Source: an optimization exercise on an open RTL-to-GDS flow (aim: small area). Production flows keep margins and buffers that such runs may drop. The RTL was checked by simulation tests, not by an equivalence proof against the original design. Power is estimated from default activity; no workload was simulated.

Setup of north:
Design PE, start of the top module:
module PE(clk, rst, bias, co_prob, perturb_prob, parent_gene0, parent_gene1, child_gene);
Settings: LEC_CHECK=0, CAP_MARGIN=0, CORE_MARGIN=2, CORE_UTILIZATION=65, GPL_TIMING_DRIVEN=0, SLEW_MARGIN=0; clock period 5.0 ns.
standard.sh (not shown) runs the stock make flow with config.mk's settings and CLKGATE_MAP_FILE= SYNTH_SCRIPT=/design/flow/synth_recipe.tcl, a recipe that flattens the netlist after the stock synthesis.
==> flow/flow/run.sh <==
#!/bin/bash
# Own layout flow for the PE.
#
# 1. the standard synthesis (standard.sh synth), unchanged.
# 2. Its netlist is replaced by flow/netlist.v, a hand-mapped netlist of the
#    same RTL (generated by gen/gen.py) that keeps exactly the standard
#    synthesis's registers: same instance names and cell types (checked
#    here by check_regs.py; the flow stops if they differ).
# 3. the standard layout (standard.sh finish) from that netlist, with:
#    - every input and output port buffered by a sky130 buf_1
#      (buffer_ports otherwise picks clkdlybuf4s50_1, which is larger);
#    - clock tree synthesis with small clock buffers and no dummy loads.
# Each tool's output goes to a log file of its own in this folder.
set -euo pipefail
export BUFFER_PORTS_ARGS="-buffer_cell sky130_fd_sc_hd__buf_1"
export CTS_ARGS="-sink_clustering_enable -repair_clock_nets -dont_use_dummy_load -buf_list {sky130_fd_sc_hd__clkbuf_4 sky130_fd_sc_hd__clkbuf_8}"
R=orfs/results/${FLOW_PLATFORM}/PE/base
bash standard.sh synth > make_synth.log 2>&1
cp $R/1_2_yosys.v standard_synth.v
python3 flow/check_regs.py standard_synth.v flow/netlist.v > check_regs.log 2>&1 || { cat check_regs.log; exit 1; }
cp flow/netlist.v $R/1_2_yosys.v
rm -f $R/1_synth.odb
bash standard.sh finish > make_finish.log 2>&1
Other scripts of this flow, unchanged in this note and not shown: flow/flow/check_regs.py, flow/flow/netlist.v
diff inputs: north => south
# north
export LEC_CHECK = 0
export CAP_MARGIN = 0
export CORE_MARGIN = 2
export CORE_UTILIZATION = 65
export GPL_TIMING_DRIVEN = 0
export SLEW_MARGIN = 0
create_clock -name core_clock -period 5.0 [get_ports {clk}]
# south
export LEC_CHECK = 0
export CAP_MARGIN = 0
export CORE_MARGIN = 2
export CORE_UTILIZATION = 55
export GPL_TIMING_DRIVEN = 0
export SLEW_MARGIN = 0
create_clock -name core_clock -period 5.0 [get_ports {clk}]
north → south: die height shows an increase of 8.2%, final HPWL from detailed placement shows no meaningful change, number of setup violations in the final report shows no meaningful change, share of cell area taken by flip-flops and latches shows no meaningful change.
Diff north..south | power after layout | negligible
Via count down 112 in south wrt north
Compared south vs north, and routed wire length is down in south.
Here is what was changed in the inputs of east compared with south.
--- a/flow/flow/run.sh
+++ b/flow/flow/run.sh
@@ -16 +16 @@
-export CTS_ARGS="-sink_clustering_enable -repair_clock_nets -dont_use_dummy_load -buf_list {sky130_fd_sc_hd__clkbuf_4 sky130_fd_sc_hd__clkbuf_8}"
+export CTS_ARGS="-sink_clustering_enable -sink_clustering_size 50 -sink_clustering_max_diameter 500 -repair_clock_nets -dont_use_dummy_load -buf_list {sky130_fd_sc_hd__clkbuf_16}"
Notes after the runs:
The lower wire length of south and east is in south. south has higher via-per-instance ratio than east. south → east: post-synthesis to final-layout area growth now sits higher; global-route wire length before repair went up by 170 um.
> inputs changed (east -> west)
--- a/flow/flow/run.sh
+++ b/flow/flow/run.sh
@@ -16 +16 @@
-export CTS_ARGS="-sink_clustering_enable -sink_clustering_size 50 -sink_clustering_max_diameter 500 -repair_clock_nets -dont_use_dummy_load -buf_list {sky130_fd_sc_hd__clkbuf_16}"
+export CTS_ARGS="-sink_clustering_enable -sink_clustering_size 24 -sink_clustering_max_diameter 200 -sink_clustering_buffer sky130_fd_sc_hd__clkbuf_8 -repair_clock_nets -dont_use_dummy_load -buf_list {sky130_fd_sc_hd__clkbuf_8}"
Notes after the runs:
west completed every stage of the flow, and the final layout passed the timing, DRC and antenna checks. Any difference in share of the clock period used by the worst path after layout between west and east is small enough to ignore. Comparing west and east, the higher post-synthesis to final-layout area growth is on east. The routed wire length number comes out higher for east vs west.
Edits applied to the flow inputs when going from west to middle:
--- a/flow/flow/run.sh
+++ b/flow/flow/run.sh
@@ -16 +16 @@
-export CTS_ARGS="-sink_clustering_enable -sink_clustering_size 24 -sink_clustering_max_diameter 200 -sink_clustering_buffer sky130_fd_sc_hd__clkbuf_8 -repair_clock_nets -dont_use_dummy_load -buf_list {sky130_fd_sc_hd__clkbuf_8}"
+export CTS_ARGS="-repair_clock_nets -dont_use_dummy_load -buf_list {sky130_fd_sc_hd__clkbuf_16}"
==> comparison <==
As far as share of cells above drive strength 1 goes, west and middle are indistinguishable; the numbers are identical. The power density relative to cell area in middle is 1.11 times that in west. In the flow results for middle and west, the clock group share of total power is smaller on west. Compared with west, middle shows a lower sequential share of layout area. As far as die area goes, west and middle are indistinguishable; the numbers are identical. Against west, wire length in middle rose slightly. Compared with west, middle shows a higher via count of the first global-routing pass. Delta (middle minus west): internal reg-to-reg setup slack about even, switching power total rose 10 uW. Final non-filler cell area, middle and west, lower one = west.

========
PE again, from the RTL that the note above started with.
==> flow/design.v (excerpt) <==
module PE(clk, rst, bias, co_prob, perturb_prob, parent_gene0, parent_gene1, child_gene);
input clk;
input rst;
input bias;
input [7:0] co_prob;
input [7:0] perturb_prob;
input [31:0] parent_gene0;
input [31:0] parent_gene1;
output [31:0] child_gene;
reg [7:0] st;
wire [7:0] st_next;
assign st_next[0] = ~(st[0] ^ st[3] ^ st[4]);
assign st_next[1] = st[2] ^ st[3] ^ st[4] ^ st[5] ^ st[7];
assign st_next[2] = st[0] ^ st[2] ^ st[3] ^ st[6];
assign st_next[3] = st[1] ^ st[2] ^ st[3] ^ st[4];
assign st_next[4] = st[0] ^ st[3] ^ st[4] ^ st[5];
assign st_next[5] = ~(st[2] ^ st[4] ^ st[5]);
assign st_next[6] = st[0] ^ st[7];
assign st_next[7] = st[0] ^ st[3] ^ st[4] ^ st[7];
always @(posedge clk, posedge rst)
begin
    if (rst)
        st <= 8'h28;
    else
        st <= st_next;
end
wire [7:0] s0;
assign s0[0] = st[7];
assign s0[1] = ~(st[0] ^ st[7]);
assign s0[2] = ~(st[6]);
assign s0[3] = st[2] ^ st[4] ^ st[5];
assign s0[4] = ~(st[5]);
assign s0[5] = st[0] ^ st[4];
assign s0[6] = ~(st[1] ^ st[5] ^ st[7]);
assign s0[7] = ~(st[1] ^ st[3]);
wire [7:0] s1;
assign s1[0] = st[2] ^ st[5];
assign s1[1] = ~(st[0] ^ st[1] ^ st[6]);
assign s1[2] = ~(st[0] ^ st[1] ^ st[2] ^ st[3] ^ st[5] ^ st[6]);
assign s1[3] = st[0] ^ st[1] ^ st[2] ^ st[3] ^ st[7];
assign s1[4] = st[0] ^ st[1] ^ st[3] ^ st[5];
assign s1[5] = st[0] ^ st[3] ^ st[5] ^ st[6] ^ st[7];
assign s1[6] = st[1] ^ st[2] ^ st[6] ^ st[7];
assign s1[7] = st[0] ^ st[2] ^ st[3] ^ st[4] ^ st[5] ^ st[6];
wire [7:0] s2;
assign s2[0] = st[5] ^ st[7];
assign s2[1] = st[4] ^ st[7];
assign s2[2] = ~(st[1] ^ st[5] ^ st[6] ^ st[7]);
assign s2[3] = st[1] ^ st[2] ^ st[3] ^ st[4] ^ st[5];
assign s2[4] = ~(st[0] ^ st[3] ^ st[4]);
assign s2[5] = st[0];
assign s2[6] = ~(st[0] ^ st[6] ^ st[7]);
assign s2[7] = st[2] ^ st[4] ^ st[5] ^ st[6];
wire [7:0] s3;
assign s3[0] = ~(st[6]);
assign s3[1] = st[2] ^ st[4] ^ st[5];
assign s3[2] = ~(st[5]);
assign s3[3] = st[0] ^ st[4];
assign s3[4] = ~(st[1] ^ st[5] ^ st[7]);
assign s3[5] = ~(st[1] ^ st[3]);
assign s3[6] = ~(st[0] ^ st[3] ^ st[4] ^ st[5]);
assign s3[7] = ~(st[4]);
wire [7:0] m0n;
assign m0n[0] = st[1] ^ st[2] ^ st[3] ^ st[4] ^ st[5];
assign m0n[1] = ~(st[0] ^ st[3] ^ st[4]);
assign m0n[2] = st[0];
assign m0n[3] = ~(st[0] ^ st[6] ^ st[7]);
  ...
Settings: LEC_CHECK=0, CAP_MARGIN=0, CORE_MARGIN=2, CORE_UTILIZATION=55, GPL_TIMING_DRIVEN=0, SLEW_MARGIN=0; clock period 5.0 ns.
==> flow/flow/run.sh <==
#!/bin/bash
# Own layout flow for the PE.
#
# 1. the standard synthesis (standard.sh synth), unchanged.
# 2. Its netlist is replaced by flow/netlist.v, a hand-mapped netlist of the
#    same RTL (generated by gen/gen.py) that keeps exactly the standard
#    synthesis's registers: same instance names and cell types (checked
#    here by check_regs.py; the flow stops if they differ).
# 3. the standard layout (standard.sh finish) from that netlist, with:
#    - every input and output port buffered by a sky130 buf_1
#      (buffer_ports otherwise picks clkdlybuf4s50_1, which is larger);
#    - clock tree synthesis with small clock buffers and no dummy loads.
# Each tool's output goes to a log file of its own in this folder.
set -euo pipefail
export BUFFER_PORTS_ARGS="-buffer_cell sky130_fd_sc_hd__buf_1"
export CTS_ARGS="-sink_clustering_enable -sink_clustering_size 30 -sink_clustering_max_diameter 150 -sink_clustering_levels 1 -repair_clock_nets -dont_use_dummy_load -buf_list {sky130_fd_sc_hd__clkbuf_8}"
R=orfs/results/${FLOW_PLATFORM}/PE/base
bash standard.sh synth > make_synth.log 2>&1
cp $R/1_2_yosys.v standard_synth.v
python3 flow/check_regs.py standard_synth.v flow/netlist.v > check_regs.log 2>&1 || { cat check_regs.log; exit 1; }
cp flow/netlist.v $R/1_2_yosys.v
rm -f $R/1_synth.odb
bash standard.sh finish > make_finish.log 2>&1
Other scripts of this flow, unchanged in this note and not shown: flow/flow/check_regs.py, flow/flow/netlist.v
==> next run, changes <==
--- a/flow/flow/run.sh
+++ b/flow/flow/run.sh
@@ -15,3 +15,3 @@
 export BUFFER_PORTS_ARGS="-buffer_cell sky130_fd_sc_hd__buf_1"
-export CTS_ARGS="-sink_clustering_enable -sink_clustering_size 30 -sink_clustering_max_diameter 150 -sink_clustering_levels 1 -repair_clock_nets -dont_use_dummy_load -buf_list {sky130_fd_sc_hd__clkbuf_8}"
+export CTS_ARGS="-sink_clustering_enable -repair_clock_nets -dont_use_dummy_load -buf_list {sky130_fd_sc_hd__clkbuf_8} -sink_clustering_size 30 -sink_clustering_max_diameter 150"
 R=orfs/results/${FLOW_PLATFORM}/PE/base
CORE_UTILIZATION = 65   (was 55)
After rerunning:
- worst hold slack is better by 13 ps
- sequential share of layout area is about the same
- cell area stays flat
- die area shrinks by about a fifth
- fmax shrinks slightly
- final cell count shrinks slightly
- clock skew shrinks by 5.6 ps
- wire length grows by a few percent
- area after synthesis does not change

port drivers added, routing unchanged:
In the flow no input, the clock included, has a driving cell. The finished layouts below were timed again as built, in two steps. Step 1: set_driving_cell puts a clkbuf_16 on clk and a buf_2 on each other input, an assumption about the parent block. Step 2 adds t to the input delays and takes it off the output delays; t is the mean of the earliest and latest rising clock arrival at the registers after step 1. Input paths then give back, and output paths get back, about the clock's delay inside the block. Three values: ideal ports, drivers, drivers and shift; two values: the first two.
| run | shift t [ns] | slack for setup (ns) | latest minus earliest clock arrival (ns) | worst slew at a driven data input, ns | cell pins on the clock port's net |
|---|---|---|---|---|---|
| north | 0.309 | 0.191 / 0.191 / 0.174 | 0.018 / 0.018 | 0.05 | 1 |
| south | 0.316 | 0.240 / 0.240 / 0.239 | 0.024 / 0.024 | 0.04 | 1 |
| east | 0.306 | 0.234 / 0.234 / 0.207 | 0.012 / 0.012 | 0.04 | 1 |
| west | 0.316 | 0.240 / 0.240 / 0.239 | 0.024 / 0.024 | 0.04 | 1 |
| middle | 0.306 | 0.234 / 0.234 / 0.207 | 0.012 / 0.012 | 0.04 | 1 |
| the first run of note 2 | 0.316 | 0.240 / 0.240 / 0.239 | 0.024 / 0.024 | 0.04 | 1 |
| the second run of note 2 | 0.309 | 0.191 / 0.191 / 0.174 | 0.018 / 0.018 | 0.05 | 1 |
After both steps setup and hold are still met in every run listed.
